This is an optimization exercise on Yosys and OpenROAD, whose aim is small area, not a production implementation.
The RTL was checked by simulation tests, not by an equivalence proof against the original design.
No activity file was given, so power comes from the tool's default toggle rates. The flow treats the clock pin as an ideal source, which a real chip does not have.

==> inputs of build 79 <==
==> flow/design.v (excerpt) <==
module pcma_detector #(
    parameter DATA_WIDTH_IQ   = 10,
    parameter DATA_WIDTH_CORD = 16,
    parameter PERIOD_WIDTH    = 16,
    parameter BOUND_WIDTH     = 10,
    parameter BOUND_NUM       = 32,
    parameter BOUND_NUM_WIDTH = 5
)(
    input                     clk,
    input                     reset_n,
    input [2:0]               mode_i,
    input [DATA_WIDTH_IQ-1:0] I_data_i,
    input [DATA_WIDTH_IQ-1:0] Q_data_i,
    input                     data_val_i,
    input [PERIOD_WIDTH-1:0]  period_seek_i,
    input [PERIOD_WIDTH-1:0]  period_lock_i,
    output                    lock_o
);
clock: 10.0 ns
lec_check: 0
abc_area: 1
cap_margin: 20
core_margin: 2
core_utilization: 60
cts_buf_list: sky130_fd_sc_hd__clkbuf_8
cts_cluster_diameter: 60
cts_cluster_size: 20
place_density: 0.75
slew_margin: 20
run.sh (not shown) runs the stock make flow with config.mk's settings and CLKGATE_MAP_FILE= SYNTH_SCRIPT=/design/flow/synth_recipe.tcl, a recipe that flattens the netlist after the stock synthesis.
==> inputs of trial 19, as changes to build 79 <==
--- a/flow/design.v
+++ b/flow/design.v
@@ -35,15 +35,15 @@
     integer i; reg seen;
     begin seen = 1'b0;
         for (i = 0; i < 10; i = i + 1) begin cneg10[i] = x[i] ^ (s & seen); seen = seen | x[i]; end
     end
 endfunction
-function lt10;                     
-    input [9:0] a; input [9:0] b;
+function ltc10;                    
+    input [9:0] a; input [9:0] b; input tie;
     integer i;
-    begin lt10 = 1'b0;
-        for (i = 0; i < 10; i = i + 1) lt10 = (~a[i] & b[i]) | (~(a[i] ^ b[i]) & lt10);
+    begin ltc10 = tie;
+        for (i = 0; i < 10; i = i + 1) ltc10 = (~a[i] & b[i]) | (~(a[i] ^ b[i]) & ltc10);
     end
 endfunction
 function lt4;                      
     input [3:0] a; input [3:0] b;
     integer i;
@@ -127,24 +127,25 @@
 reg  [9:0] U, V;       
 reg  [8:0] H;          
 reg        have;       
 reg  [5:0] W;          
 genvar g;
-wire [9:0] aI = cneg10(U, U[9]);
-wire [9:0] aQ = cneg10(V, V[9]);
+wire       sIi = I_data_i[9], sQi = Q_data_i[9];
+wire       swi = ltc10(I_data_i ^ {10{sIi}}, Q_data_i ^ {10{sQi}}, !sIi && sQi);
+reg        swr, qpr;
 wire       qp = (mode_i == 3'b001);
-wire       swp = !qp && lt10(aI, aQ);
-wire [9:0] cI = qp ? 10'd180 : (swp ? 10'd98  : 10'd256);
-wire [9:0] cQ = qp ? 10'd180 : (swp ? 10'd256 : 10'd98);
-wire [10:0] dI = sub10(aI, cI);
-wire [10:0] dQ = sub10(aQ, cQ);
-wire [9:0] uI = cneg10(dI[9:0], dI[10]);
-wire [9:0] uQ = cneg10(dQ[9:0], dQ[10]);
+wire       selq = stm[0];
+wire [9:0] w  = selq ? V : U;
+wire       sgw = w[9];
+wire       qpx = selq ? qpr : qp;
+wire [9:0] cw = (qpx ? 10'd180 : ((swr ^ selq) ? 10'd98 : 10'd256));
+wire [10:0] dw = sub10(cneg10(w, sgw), cw);
+wire [9:0] uw = cneg10(dw[9:0], dw[10]);
 wire [7:0] mask;
 generate
     for (g = 0; g < 8; g = g + 1) begin : g_mask
-        assign mask[g] = lt4(stm, 4'd9 - g);
+        assign mask[g] = lt4(stm, 4'd10 - g);
     end
 endgenerate
 wire [7:0] up   = U[8:1] & mask;
 wire [7:0] vp   = V[8:1] & mask;
 wire [10:0] sq  = add3({2'b00, H}, U[0] ? {1'b0, up, 2'b01} : 11'd0,
@@ -166,54 +167,57 @@
     end else if (acc) begin
         have <= 1'b1;
     end
 end
 always @(posedge clk) begin
+    if (acc) swr <= swi;
+    if (stm == 4'd0) qpr <= qp;
     if (acc) begin
         U <= I_data_i;
         V <= Q_data_i;
         W <= have ? binw : 6'b100000;
     end else if (stm == 4'd0) begin
-        U[8:0] <= uI[8:0];
-        V[8:0] <= uQ[8:0];
+        U[8:0] <= uw[8:0];
+    end else if (stm == 4'd1) begin
+        V[8:0] <= uw[8:0];
         H      <= 9'd0;
-    end else if (stm <= 4'd9) begin
+    end else if (stm <= 4'd10) begin
         U[8:0] <= {sq[0], U[8:1]};
         V[8:0] <= {sq[1], V[8:1]};
         H      <= sq[10:2];
     end
 end
 reg  [3:0]  ph;        
 reg         pend;      
 reg         dpend;     
 reg         inp;       
 reg         isdec;     
-reg         ia;        
-reg         clr;       
 reg         fresh;     
 reg  [5:0]  IDX;       
 reg  [5:0]  LIDX;      
 reg  [4:0]  m;         
 reg         cy, cT;    
-reg         Tov;       
-reg  [15:0] hr [0:31];
-reg  [15:0] tr;
+reg  [1:0]  Tx;        
+reg         sat;       
+reg  [14:0] hr [0:31];
+reg  [14:0] tr;
 wire        ph0  = (ph == 4'd0);
-wire        ph15 = (ph == 4'd15);
+wire        ph15 = (ph == 4'd14);    
 wire [31:0] tap;
 generate
     for (g = 0; g < 32; g = g + 1) begin : g_tap
         assign tap[g] = hr[g][0];
     end
 endgenerate
-wire        cin  = ph0 ? ia : cy;
+wire        cin  = cy;
 wire [31:0] dIDX;
 generate
     for (g = 0; g < 32; g = g + 1) begin : g_dec
         assign dIDX[g] = (IDX[4:0] == g);
     end
 endgenerate
+wire        clr  = fresh && inp;    
 wire [31:0] pre  = tap & {32{!clr}};
 wire [31:0] inj  = dIDX & {32{cin}};
 wire [31:0] post = pre ^ inj;
 wire        preb  = pre[IDX[4:0]];
 wire        postb = preb ^ cin;
@@ -226,63 +230,59 @@
 wire [2:0]  wn0   = m[0] ? wn1[3:1]   : wn1[2:0];
 wire        pl    = wn0[0];
 wire        pm    = wn0[1];
 wire        pr    = wn0[2];
 wire        tpre  = tr[0] & !clr;
-wire        tcin  = ph0 ? ia : cT;
+wire        tcin  = cT;
 wire        tpost = tpre ^ tcin;
 integer k;
 always @(posedge clk) begin
     for (k = 0; k < 32; k = k + 1)
-        hr[k] <= {post[k], hr[k][15:1]};
-    tr <= {tpost, tr[15:1]};
-    cy <= cin & preb;
-    cT <= tcin & tpre;
-end
-reg  e0, e1, e0m, e1m, e0b, e1b, cL;
-wire cLin = ph0 ? 1'b1 : cL;
+        hr[k] <= {post[k], hr[k][14:1]};
+    tr <= {tpost, tr[14:1]};
+    cy <= ph15 ? (pend && LIDX[5]) : (cin & preb);
+    cT <= ph15 ? (pend && LIDX[5]) : (tcin & tpre);
+end
+function gtstep;
+    input x; input y; input prev;
+    gtstep = (x & ~y) | (~(x ^ y) & prev);
+endfunction
+reg  gb, gLm, gLb, cL;
+wire cLin = cL;
 wire lp1  = pL ^ cLin;                          
-wire e0n  = (ph0 ? 1'b1 : e0)  & (preb  == pm);
-wire e1n  = (ph0 ? 1'b1 : e1)  & (postb == pm);
-wire e0mn = (ph0 ? 1'b1 : e0m) & (pL    == pm);
-wire e1mn = (ph0 ? 1'b1 : e1m) & (lp1   == pm);
-wire e0bn = (ph0 ? 1'b1 : e0b) & (pL    == postb);
-wire e1bn = (ph0 ? 1'b1 : e1b) & (lp1   == postb);
+wire gbn  = gtstep(postb, pm, ph0 ? lt5(IDX[4:0], m) : gb);
+wire gLmn = gtstep(lp1, pm,    ph0 ? lt5(LIDX[4:0], m)        : gLm);
+wire gLbn = gtstep(lp1, postb, ph0 ? lt5(LIDX[4:0], IDX[4:0]) : gLb);
 always @(posedge clk) begin
-    e0  <= e0n;  e1  <= e1n;
-    e0m <= e0mn; e1m <= e1mn;
-    e0b <= e0bn; e1b <= e1bn;
-    cL  <= cLin & pL;
+    gb  <= gbn;
+    gLm <= gLmn;
+    gLb <= gLbn;
+    cL  <= ph15 | (cLin & pL);
 end
-wire sw    = inp && ia && (e0n || (e1n && lt5(IDX[4:0], m)));
+wire sw    = inp && gbn;
 wire [4:0] mown = sw ? IDX[4:0] : m;
-wire lsw   = LIDX[4] && (sw ? (e0bn || (e1bn && lt5(LIDX[4:0], IDX[4:0])))
-                            : (e0mn || (e1mn && lt5(LIDX[4:0], m))));
+wire lsw   = LIDX[4] && (sw ? gLbn : gLmn);
 wire late  = pend && LIDX[5];
 always @(posedge clk) begin
     if (!reset_n) begin
         ph    <= 4'd0;
         pend  <= 1'b0;
         dpend <= 1'b0;
         inp   <= 1'b0;
-        ia    <= 1'b0;
         isdec <= 1'b0;
-        clr   <= 1'b0;
         fresh <= 1'b1;
         LIDX  <= 6'b100000;
     end else begin
-        ph    <= inc4(ph);
+        ph    <= ph15 ? 4'd0 : inc4(ph);
         pend  <= acc || (pend && !ph15);
         dpend <= (st == S_IDLE && data_val_i && per == 16'd0) || (at_c && idle_d)
                  || (dpend && !ph15);
         if (st == S_IDLE)    fresh <= 1'b1;
-        else if (ph15 && (pend || dpend)) fresh <= 1'b0;
+        else if (ph15 && inp) fresh <= 1'b0;
         if (ph15) begin
             inp   <= pend || dpend;
-            isdec <= dpend;
-            ia    <= pend && LIDX[5];
-            clr   <= fresh && (pend || dpend);
+            isdec <= dpend || (isdec && inp);
             if (pend) begin
                 IDX  <= LIDX;
                 LIDX <= W;
             end
         end
@@ -291,40 +291,41 @@
 always @(posedge clk) begin
     if (st == S_IDLE)
         m <= 5'd0;
     else if (ph15) begin
         if (dpend) begin
-            if (fresh)    
+            if (fresh && !inp)    
                 m <= (late && (LIDX[4] || LIDX[3:0] == 4'd15)) ? LIDX[4:0] : 5'd0;
             else
                 m <= (late && lsw) ? LIDX[4:0] : mown;
         end else
             m <= mown;
     end
 end
 wire bco = cin & preb;
 wire tco = tcin & tpre;
 always @(posedge clk) begin
-    if (ph15 && inp)
-        Tov <= (Tov && !clr) || (tco && !bco);
+    if (ph15 && inp) begin
+        sat <= (sat && !clr) || bco;
+        Tx  <= (clr ? 2'd0 : Tx) + {1'b0, tco};
+    end
 end
 reg  [1:0] cs;
-reg        cq, c8, sd1, sd2, gq, g8, dpd;
+reg        cq, c8, sd1, sd2, gq, g8;
 wire       dact = inp && isdec;
 wire       mi = dact & pm;
 wire       li = dact & pl;
 wire       ri = dact & pr;
-wire       ti = dact ? tpost : (dpd && ph0 && Tov);
+wire       ti = dact ? tpost : (isdec && (ph0 ? Tx[0] : (ph == 4'd1) && Tx[1]));
 wire       sa = mi ^ li ^ ri;                           
 wire       sm = (mi & li) | (mi & ri) | (li & ri);      
 wire       sb = sa ^ cs[0];
 wire       sk = sa & cs[0];                             
 wire [2:0] s3 = {(sm & cs[1]) | (sm & sk) | (cs[1] & sk), sm ^ cs[1] ^ sk, sb};
 wire [1:0] xq = {(mi & sd2) | (mi & cq) | (sd2 & cq), mi ^ sd2 ^ cq};
 wire [1:0] x8 = {(sb & sd1) | (sb & c8) | (sd1 & c8), sb ^ sd1 ^ c8};
 always @(posedge clk) begin
-    if (ph15) dpd <= dact;
     if (ph15 && dpend) begin
         cs <= 2'd0; cq <= 1'b0; c8 <= 1'b0; sd1 <= 1'b0; sd2 <= 1'b0;
         gq <= 1'b1; g8 <= 1'b1;
     end else begin
         cs  <= s3[2:1];
@@ -333,9 +334,9 @@
         sd1 <= sb;
         sd2 <= sd1;
         if (xq[0] != ti) gq <= xq[0];
         if (x8[0] != ti) g8 <= x8[0];
     end
-    if (t37) res <= qp ? gq : g8;
+    if (t37) res <= sat || (qp ? gq : g8);
 end
 assign lock_o = lock_r;
 endmodule
==> flow/flow/run.sh (new file) <==
#!/bin/bash
set -euo pipefail
export BUFFER_PORTS_ARGS="-buffer_cell sky130_fd_sc_hd__buf_1"
export CTS_ARGS="-sink_clustering_enable -repair_clock_nets -dont_use_dummy_load -sink_clustering_size 34 -sink_clustering_max_diameter 120 -buf_list sky130_fd_sc_hd__clkbuf_16"
bash standard.sh > standard.log 2>&1
==> flow/standard.sh (new file) <==
#!/bin/bash
# synth_recipe.tcl (not shown) runs the flow's synth.tcl, then flattens the netlist and writes it again
# the make line also repeats each setting of config.mk as NAME=value (left out here)
make -C /OpenROAD-flow-scripts/flow DESIGN_CONFIG=/design/flow/config.mk WORK_HOME=/design/flow/orfs CLKGATE_MAP_FILE= SYNTH_SCRIPT=/design/flow/synth_recipe.tcl "${@:-finish}"
removed: flow/run.sh
==> inputs of trial 69, as changes to build 79 <==
--- a/flow/design.v
+++ b/flow/design.v
@@ -35,15 +35,15 @@
     integer i; reg seen;
     begin seen = 1'b0;
         for (i = 0; i < 10; i = i + 1) begin cneg10[i] = x[i] ^ (s & seen); seen = seen | x[i]; end
     end
 endfunction
-function lt10;                     
-    input [9:0] a; input [9:0] b;
+function ltc10;                    
+    input [9:0] a; input [9:0] b; input tie;
     integer i;
-    begin lt10 = 1'b0;
-        for (i = 0; i < 10; i = i + 1) lt10 = (~a[i] & b[i]) | (~(a[i] ^ b[i]) & lt10);
+    begin ltc10 = tie;
+        for (i = 0; i < 10; i = i + 1) ltc10 = (~a[i] & b[i]) | (~(a[i] ^ b[i]) & ltc10);
     end
 endfunction
 function lt4;                      
     input [3:0] a; input [3:0] b;
     integer i;
@@ -127,24 +127,25 @@
 reg  [9:0] U, V;       
 reg  [8:0] H;          
 reg        have;       
 reg  [5:0] W;          
 genvar g;
-wire [9:0] aI = cneg10(U, U[9]);
-wire [9:0] aQ = cneg10(V, V[9]);
+wire       sIi = I_data_i[9], sQi = Q_data_i[9];
+wire       swi = ltc10(I_data_i ^ {10{sIi}}, Q_data_i ^ {10{sQi}}, !sIi && sQi);
+reg        swr, qpr;
 wire       qp = (mode_i == 3'b001);
-wire       swp = !qp && lt10(aI, aQ);
-wire [9:0] cI = qp ? 10'd180 : (swp ? 10'd98  : 10'd256);
-wire [9:0] cQ = qp ? 10'd180 : (swp ? 10'd256 : 10'd98);
-wire [10:0] dI = sub10(aI, cI);
-wire [10:0] dQ = sub10(aQ, cQ);
-wire [9:0] uI = cneg10(dI[9:0], dI[10]);
-wire [9:0] uQ = cneg10(dQ[9:0], dQ[10]);
+wire       selq = stm[0];
+wire [9:0] w  = selq ? V : U;
+wire       sgw = w[9];
+wire       qpx = selq ? qpr : qp;
+wire [9:0] cw = (qpx ? 10'd180 : ((swr ^ selq) ? 10'd98 : 10'd256));
+wire [10:0] dw = sub10(cneg10(w, sgw), cw);
+wire [9:0] uw = cneg10(dw[9:0], dw[10]);
 wire [7:0] mask;
 generate
     for (g = 0; g < 8; g = g + 1) begin : g_mask
-        assign mask[g] = lt4(stm, 4'd9 - g);
+        assign mask[g] = lt4(stm, 4'd10 - g);
     end
 endgenerate
 wire [7:0] up   = U[8:1] & mask;
 wire [7:0] vp   = V[8:1] & mask;
 wire [10:0] sq  = add3({2'b00, H}, U[0] ? {1'b0, up, 2'b01} : 11'd0,
@@ -166,19 +167,22 @@
     end else if (acc) begin
         have <= 1'b1;
     end
 end
 always @(posedge clk) begin
+    if (acc) swr <= swi;
+    if (stm == 4'd0) qpr <= qp;
     if (acc) begin
         U <= I_data_i;
         V <= Q_data_i;
         W <= have ? binw : 6'b100000;
     end else if (stm == 4'd0) begin
-        U[8:0] <= uI[8:0];
-        V[8:0] <= uQ[8:0];
+        U[8:0] <= uw[8:0];
+    end else if (stm == 4'd1) begin
+        V[8:0] <= uw[8:0];
         H      <= 9'd0;
-    end else if (stm <= 4'd9) begin
+    end else if (stm <= 4'd10) begin
         U[8:0] <= {sq[0], U[8:1]};
         V[8:0] <= {sq[1], V[8:1]};
         H      <= sq[10:2];
     end
 end
@@ -186,21 +190,21 @@
 reg         pend;      
 reg         dpend;     
 reg         inp;       
 reg         isdec;     
 reg         ia;        
-reg         clr;       
 reg         fresh;     
 reg  [5:0]  IDX;       
 reg  [5:0]  LIDX;      
 reg  [4:0]  m;         
 reg         cy, cT;    
-reg         Tov;       
-reg  [15:0] hr [0:31];
-reg  [15:0] tr;
+reg  [1:0]  Tx;        
+reg         sat;       
+reg  [14:0] hr [0:31];
+reg  [14:0] tr;
 wire        ph0  = (ph == 4'd0);
-wire        ph15 = (ph == 4'd15);
+wire        ph15 = (ph == 4'd14);    
 wire [31:0] tap;
 generate
     for (g = 0; g < 32; g = g + 1) begin : g_tap
         assign tap[g] = hr[g][0];
     end
@@ -210,10 +214,11 @@
 generate
     for (g = 0; g < 32; g = g + 1) begin : g_dec
         assign dIDX[g] = (IDX[4:0] == g);
     end
 endgenerate
+wire        clr  = fresh && inp;    
 wire [31:0] pre  = tap & {32{!clr}};
 wire [31:0] inj  = dIDX & {32{cin}};
 wire [31:0] post = pre ^ inj;
 wire        preb  = pre[IDX[4:0]];
 wire        postb = preb ^ cin;
@@ -231,58 +236,56 @@
 wire        tcin  = ph0 ? ia : cT;
 wire        tpost = tpre ^ tcin;
 integer k;
 always @(posedge clk) begin
     for (k = 0; k < 32; k = k + 1)
-        hr[k] <= {post[k], hr[k][15:1]};
-    tr <= {tpost, tr[15:1]};
+        hr[k] <= {post[k], hr[k][14:1]};
+    tr <= {tpost, tr[14:1]};
     cy <= cin & preb;
     cT <= tcin & tpre;
 end
-reg  e0, e1, e0m, e1m, e0b, e1b, cL;
+function gtstep;
+    input x; input y; input prev;
+    gtstep = (x & ~y) | (~(x ^ y) & prev);
+endfunction
+reg  gb, gLm, gLb, cL;
 wire cLin = ph0 ? 1'b1 : cL;
 wire lp1  = pL ^ cLin;                          
-wire e0n  = (ph0 ? 1'b1 : e0)  & (preb  == pm);
-wire e1n  = (ph0 ? 1'b1 : e1)  & (postb == pm);
-wire e0mn = (ph0 ? 1'b1 : e0m) & (pL    == pm);
-wire e1mn = (ph0 ? 1'b1 : e1m) & (lp1   == pm);
-wire e0bn = (ph0 ? 1'b1 : e0b) & (pL    == postb);
-wire e1bn = (ph0 ? 1'b1 : e1b) & (lp1   == postb);
+wire gbn  = gtstep(postb, pm, ph0 ? lt5(IDX[4:0], m) : gb);
+wire gLmn = gtstep(lp1, pm,    ph0 ? lt5(LIDX[4:0], m)        : gLm);
+wire gLbn = gtstep(lp1, postb, ph0 ? lt5(LIDX[4:0], IDX[4:0]) : gLb);
 always @(posedge clk) begin
-    e0  <= e0n;  e1  <= e1n;
-    e0m <= e0mn; e1m <= e1mn;
-    e0b <= e0bn; e1b <= e1bn;
+    gb  <= gbn;
+    gLm <= gLmn;
+    gLb <= gLbn;
     cL  <= cLin & pL;
 end
-wire sw    = inp && ia && (e0n || (e1n && lt5(IDX[4:0], m)));
+wire sw    = inp && ia && gbn;
 wire [4:0] mown = sw ? IDX[4:0] : m;
-wire lsw   = LIDX[4] && (sw ? (e0bn || (e1bn && lt5(LIDX[4:0], IDX[4:0])))
-                            : (e0mn || (e1mn && lt5(LIDX[4:0], m))));
+wire lsw   = LIDX[4] && (sw ? gLbn : gLmn);
 wire late  = pend && LIDX[5];
 always @(posedge clk) begin
     if (!reset_n) begin
         ph    <= 4'd0;
         pend  <= 1'b0;
         dpend <= 1'b0;
         inp   <= 1'b0;
         ia    <= 1'b0;
         isdec <= 1'b0;
-        clr   <= 1'b0;
         fresh <= 1'b1;
         LIDX  <= 6'b100000;
     end else begin
-        ph    <= inc4(ph);
+        ph    <= ph15 ? 4'd0 : inc4(ph);
         pend  <= acc || (pend && !ph15);
         dpend <= (st == S_IDLE && data_val_i && per == 16'd0) || (at_c && idle_d)
                  || (dpend && !ph15);
         if (st == S_IDLE)    fresh <= 1'b1;
-        else if (ph15 && (pend || dpend)) fresh <= 1'b0;
+        else if (ph15 && inp) fresh <= 1'b0;
         if (ph15) begin
             inp   <= pend || dpend;
             isdec <= dpend;
             ia    <= pend && LIDX[5];
-            clr   <= fresh && (pend || dpend);
             if (pend) begin
                 IDX  <= LIDX;
                 LIDX <= W;
             end
         end
@@ -291,31 +294,33 @@
 always @(posedge clk) begin
     if (st == S_IDLE)
         m <= 5'd0;
     else if (ph15) begin
         if (dpend) begin
-            if (fresh)    
+            if (fresh && !inp)    
                 m <= (late && (LIDX[4] || LIDX[3:0] == 4'd15)) ? LIDX[4:0] : 5'd0;
             else
                 m <= (late && lsw) ? LIDX[4:0] : mown;
         end else
             m <= mown;
     end
 end
 wire bco = cin & preb;
 wire tco = tcin & tpre;
 always @(posedge clk) begin
-    if (ph15 && inp)
-        Tov <= (Tov && !clr) || (tco && !bco);
+    if (ph15 && inp) begin
+        sat <= (sat && !clr) || bco;
+        Tx  <= (clr ? 2'd0 : Tx) + {1'b0, tco};
+    end
 end
 reg  [1:0] cs;
 reg        cq, c8, sd1, sd2, gq, g8, dpd;
 wire       dact = inp && isdec;
 wire       mi = dact & pm;
 wire       li = dact & pl;
 wire       ri = dact & pr;
-wire       ti = dact ? tpost : (dpd && ph0 && Tov);
+wire       ti = dact ? tpost : (dpd && (ph0 ? Tx[0] : (ph == 4'd1) && Tx[1]));
 wire       sa = mi ^ li ^ ri;                           
 wire       sm = (mi & li) | (mi & ri) | (li & ri);      
 wire       sb = sa ^ cs[0];
 wire       sk = sa & cs[0];                             
 wire [2:0] s3 = {(sm & cs[1]) | (sm & sk) | (cs[1] & sk), sm ^ cs[1] ^ sk, sb};
@@ -333,9 +338,9 @@
         sd1 <= sb;
         sd2 <= sd1;
         if (xq[0] != ti) gq <= xq[0];
         if (x8[0] != ti) g8 <= x8[0];
     end
-    if (t37) res <= qp ? gq : g8;
+    if (t37) res <= sat || (qp ? gq : g8);
 end
 assign lock_o = lock_r;
 endmodule
==> flow/flow/run.sh (new file) <==
#!/bin/bash
set -euo pipefail
export BUFFER_PORTS_ARGS="-buffer_cell sky130_fd_sc_hd__buf_1"
export CTS_ARGS="-sink_clustering_enable -repair_clock_nets -dont_use_dummy_load -sink_clustering_size 34 -sink_clustering_max_diameter 120 -buf_list sky130_fd_sc_hd__clkbuf_16"
bash standard.sh > standard.log 2>&1
==> flow/standard.sh (new file) <==
#!/bin/bash
# synth_recipe.tcl (not shown) runs the flow's synth.tcl, then flattens the netlist and writes it again
# the make line also repeats each setting of config.mk as NAME=value (left out here)
make -C /OpenROAD-flow-scripts/flow DESIGN_CONFIG=/design/flow/config.mk WORK_HOME=/design/flow/orfs CLKGATE_MAP_FILE= SYNTH_SCRIPT=/design/flow/synth_recipe.tcl "${@:-finish}"
removed: flow/run.sh
==> inputs of trial 65, as changes to build 79 <==
==> flow/flow/run.sh (new file) <==
#!/bin/bash
set -euo pipefail
export BUFFER_PORTS_ARGS="-buffer_cell sky130_fd_sc_hd__buf_1"
export CTS_ARGS="-sink_clustering_enable -repair_clock_nets -dont_use_dummy_load -sink_clustering_size 20 -sink_clustering_max_diameter 60 -buf_list sky130_fd_sc_hd__clkbuf_8"
bash standard.sh > standard.log 2>&1
==> flow/standard.sh (new file) <==
#!/bin/bash
# synth_recipe.tcl (not shown) runs the flow's synth.tcl, then flattens the netlist and writes it again
# the make line also repeats each setting of config.mk as NAME=value (left out here)
make -C /OpenROAD-flow-scripts/flow DESIGN_CONFIG=/design/flow/config.mk WORK_HOME=/design/flow/orfs CLKGATE_MAP_FILE= SYNTH_SCRIPT=/design/flow/synth_recipe.tcl "${@:-finish}"
removed: flow/run.sh
==> flow_summary.yaml <==
route:
  wl_met1_mm: 16.5
outcome:
  outcome: "no timing/DRC/antenna violations"
placement:
  place_inst: 2225
pwr:
  intPower_uw: 3490
the above is filed under trial 69

==> flow_summary.yaml <==
global_route:
  met3_usage: 0.0352
route:
  wl_met1_mm: 18.0
sta:
  setup-violations-final: 0
  layout_setup_ws_ns: 3.62
outcome:
  outcome: "no timing/DRC/antenna violations"
placement:
  place_inst: 2386
pwr:
  intPower_uw: 3730
the above is filed under trial 65

==> flow_summary.yaml <==
die:
  n_tap_cell: 448
route:
  wl_met1_mm: 18.0
  wl_met3_mm: 2.31
pwr:
  intPower_uw: 3780
outcome:
  outcome: "no timing/DRC/antenna violations"
the above is filed under build 79

==> flow_summary.yaml <==
logic_synthesis:
  synth_fa_ha_area_frac: 0.0658
layout:
  n_all_buffers: 61
outcome:
  outcome: "no timing/DRC/antenna violations"
placement:
  place_inst: 2236
pwr:
  intPower_uw: 3490
the above is filed under trial 19

==> afterwards: timing with drivers on the ports <==
Ports are ideal in the flow. The routed layouts listed here were re-timed in OpenROAD. Step 1: set_driving_cell puts a clkbuf_16 on clk and a buf_2 on each other input, an assumption about the parent block. Step 2, shift: input delay + t, output delay - t, t = (earliest + latest rising clock arrival at the registers) / 2. This alone moves slack from input paths to output paths. Slacks: ideal / step 1 / step 2; pairs: ideal / step 1.
run | shift t [ns] | setup slack, ns | worst setup path after step 2 | slew at the worst register clock pin (ns) | worst data-port slew with drivers (ns)
build 79 | 0.676 | 3.521 / 3.521 / 3.174 | input to register | 0.11 / 0.11 | 0.03
trial 19 | 0.595 | 4.263 / 4.296 / 3.702 | input to register | 0.12 / 0.12 | 0.03
trial 69 | 0.587 | 3.882 / 3.914 / 3.327 | input to register | 0.12 / 0.12 | 0.03
trial 65 | 0.656 | 3.616 / 3.616 / 3.573 | input to register | 0.11 / 0.11 | 0.04
After both steps setup and hold are still met in every run listed. The setup slack of trial 19, which loses most, moves by +0.033 ns with the drivers and by -0.561 ns with both steps.
